What follows belongs to an exercise in optimizing a design on an open flow for small area and a short achievable clock period; a production flow would make more cautious choices.
At most, simulation tests tie the RTL to the original design; equivalence was not proved.

## P
## FPU_top
module FPU_top  #(
    parameter NUM_OP    = 1
)(
    input logic                 i_clk           ,
    input logic                 i_rst_n         ,
    input logic [NUM_OP-1:0]    i_add_sub       ,
    input logic [31:0]          i_32_a          ,
    input logic [31:0]          i_32_b          ,
    output logic [31:0]         o_32_s          ,
    output logic                o_ov_flag       ,
    output logic                o_un_flag
);
Size: roughly 2300 cells after synthesis, roughly 14000 µm² of cells after synthesis.
clock: 15.0 ns
lec_check: 0
abc_area: 1
cap_margin: 20
core_margin: 2
core_utilization: 40
place_density: 0.6
slew_margin: 20
standard.sh (not shown) runs the stock make flow with config.mk's settings and CLKGATE_MAP_FILE= SYNTH_SCRIPT=/design/flow/synth_recipe.tcl, a recipe that flattens the netlist after the stock synthesis.
==> flow/flow/run.sh <==
#!/bin/bash
set -euo pipefail
bash standard.sh SETUP_SLACK_MARGIN=9.6 "BUFFER_PORTS_ARGS=-buffer_cell sky130_fd_sc_hd__buf_2" finish > standard_flow.log 2>&1
Modified inputs, Q compared to P
--- a/flow/design.v
+++ b/flow/design.v
@@ -701,20 +701,21 @@
 );
 logic        w_sa, w_sb, w_sbe, w_eff_sub;
 logic [7:0]  w_ea, w_eb;
 logic [22:0] w_fa, w_fb;
 logic [4:0]  w_dab;
 logic [4:0]  w_dba;
 logic        w_exp_lt;
 logic [4:0]  w_shamt;
 logic        w_sh0, w_f_lt, w_f_gt, w_swap2, w_sign, w_near;
 logic [7:0]  w_emax;
+logic [22:0] w_big, w_small;
 logic        w_sel_exp;
 logic [1:0]  w_sel_man;
 assign w_sa = i_32_a[31];
 assign w_sb = i_32_b[31];
 assign w_ea = i_32_a[30:23];
 assign w_eb = i_32_b[30:23];
 assign w_fa = i_32_a[22:0];
 assign w_fb = i_32_b[22:0];
 assign w_sbe     = w_sb ^ i_add_sub[0];
 assign w_eff_sub = w_sa ^ w_sbe;
@@ -734,62 +735,59 @@
         end
         assign w_e_gt[gi+1][7:(4 >> gi)] = '0;
         assign w_e_lt[gi+1][7:(4 >> gi)] = '0;
     end
 endgenerate
 assign w_exp_lt = w_e_lt[3][0];
 assign w_emax   = w_exp_lt ? w_eb : w_ea;
 assign w_sh0    = (w_ea[4:0] == w_eb[4:0]);
 assign w_f_lt   = w_fa < w_fb;
 assign w_f_gt   = w_fb < w_fa;
+assign w_big    = w_exp_lt ? w_fb : w_fa;
+assign w_small  = w_exp_lt ? w_fa : w_fb;
 assign w_swap2  = w_eff_sub & w_sh0 & (w_exp_lt ? w_f_gt : w_f_lt);
 assign w_sign   = (w_exp_lt | (w_sh0 & w_f_lt)) ? w_sbe : w_sa;
 assign w_near   = w_eff_sub & ((w_dab == 5'd0) | (w_exp_lt ? (w_dab == 5'd31) : (w_dab == 5'd1)));
 PSC_unit PSC_UNIT(
     .i_add_sub          (i_add_sub[0]),
     .i_sign_a           (w_sa),
     .i_exp_a            (w_ea),
     .i_man_a            ({1'b1, w_fa}),
     .i_sign_b           (w_sb),
     .i_exp_b            (w_eb),
     .i_man_b            ({1'b1, w_fb}),
     .o_sel_exp          (w_sel_exp),
     .o_sel_man          (w_sel_man)
 );
-logic [22:0] r_fa, r_fb, r_big, r_small;
-logic        r_xlt, r_xltn;
+logic [22:0] r_big, r_small;
 logic [4:0]  r_shamt;
 logic [7:0]  r_emax;
 logic        r_sign, r_eff_sub, r_swap2, r_near, r_sh0n, r_sel_exp;
 logic [1:0]  r_sel_man;
 always_ff @( posedge i_clk ) begin
-    r_fa        <= w_fa;
-    r_fb        <= w_fb;
-    r_xlt       <= w_exp_lt;
-    r_xltn      <= ~w_exp_lt;
+    r_big       <= w_big;
+    r_small     <= w_small;
     r_shamt     <= w_shamt;
     r_emax      <= w_emax;
     r_sign      <= w_sign;
     r_eff_sub   <= w_eff_sub;
     r_swap2     <= w_swap2;
     r_near      <= w_near;
     r_sh0n      <= ~w_shamt[0];
     r_sel_exp   <= w_sel_exp;
     r_sel_man   <= w_sel_man;
 end
 logic [27:0] w_A, w_Bf;
 logic [27:0] w_sh [5:0];
 logic [27:0] w_Rf, w_Nf;
 logic        w_coutf, w_ovf, w_zerof, w_rndf, w_rnd_ovf;
 logic [7:0]  w_expf;
-assign r_big   = r_xlt  ? r_fb : r_fa;
-assign r_small = r_xltn ? r_fb : r_fa;
 assign w_A = {1'b1, r_big, 4'b0};
 assign w_sh[0] = {1'b1, r_small, 4'b0} ^ {28{r_eff_sub}};
 generate
     for (gi = 0; gi < 5; gi++) begin : GEN_RSHIFT
         assign w_sh[gi+1] = r_shamt[gi] ? {{(1<<gi){r_eff_sub}}, w_sh[gi][27:(1<<gi)]} : w_sh[gi];
     end
 endgenerate
 assign w_Bf = w_sh[5];
 assign {w_coutf, w_Rf} = {1'b0, w_A} + {1'b0, w_Bf} + {28'd0, r_eff_sub};
 assign w_ovf   = ~r_eff_sub & w_coutf;
### Flow results
- Of the two values seen for critical path class, register to primary output was produced by Q and primary input to register by P.
- In terms of final-layout clock-cell area share, Q and P differ only marginally.
- P reports its cell type of the slowest stage on the worst timing path as sky130_fd_sc_hd__o2111ai_1 while Q reports sky130_fd_sc_hd__dfrtp_1.
- Going from P to Q, the cell area after layout was found to have gone down by about 4%.
- Compared with P, Q shows a lower met2 global-route usage.
- For P, the timing endpoint of the critical path was r_sign$_DFF_P_, unlike Q, where it was o_32_s[30].
- Compared to P, Q leaves more free space in the core.
- Delta(total number of nets in the final design, Q - P) < 0
- No stage failed in Q, and the final checks on the layout all came back clean.
- Against P, Q comes in 0.62 µm lower on average routed wire per standard cell.
The RTL of P was laid out without a check of its function.

==> re-timing with driven ports <==
The results above use ideal ports. As a check the final layouts listed here were re-extracted and re-timed, cells and wires unchanged. Step 1 assumes that a clkbuf_16 drives the clock port and a buf_2 every other input. Step 2 moves the port delays by t, midway between the first and last clock arrival at a register: inputs arrive t later, outputs are due t later. That takes back most of the time a late clock gives input paths. a / b / c = no drivers / after step 1 / after step 2; a / b = the first two.
| run | t (ns) | slack for setup (ns) | worst slew at a driven data input, ns |
|---|---|---|---|
| P | 0.435 | 9.807 / 9.776 / 9.396 | 0.04 |
| Q | 0.412 | 9.725 / 9.679 / 9.471 | 0.04 |
After both steps every run listed still meets setup and hold. For P, which loses most, drivers alone change the setup slack by -0.031 ns; drivers and shift together by -0.411 ns.
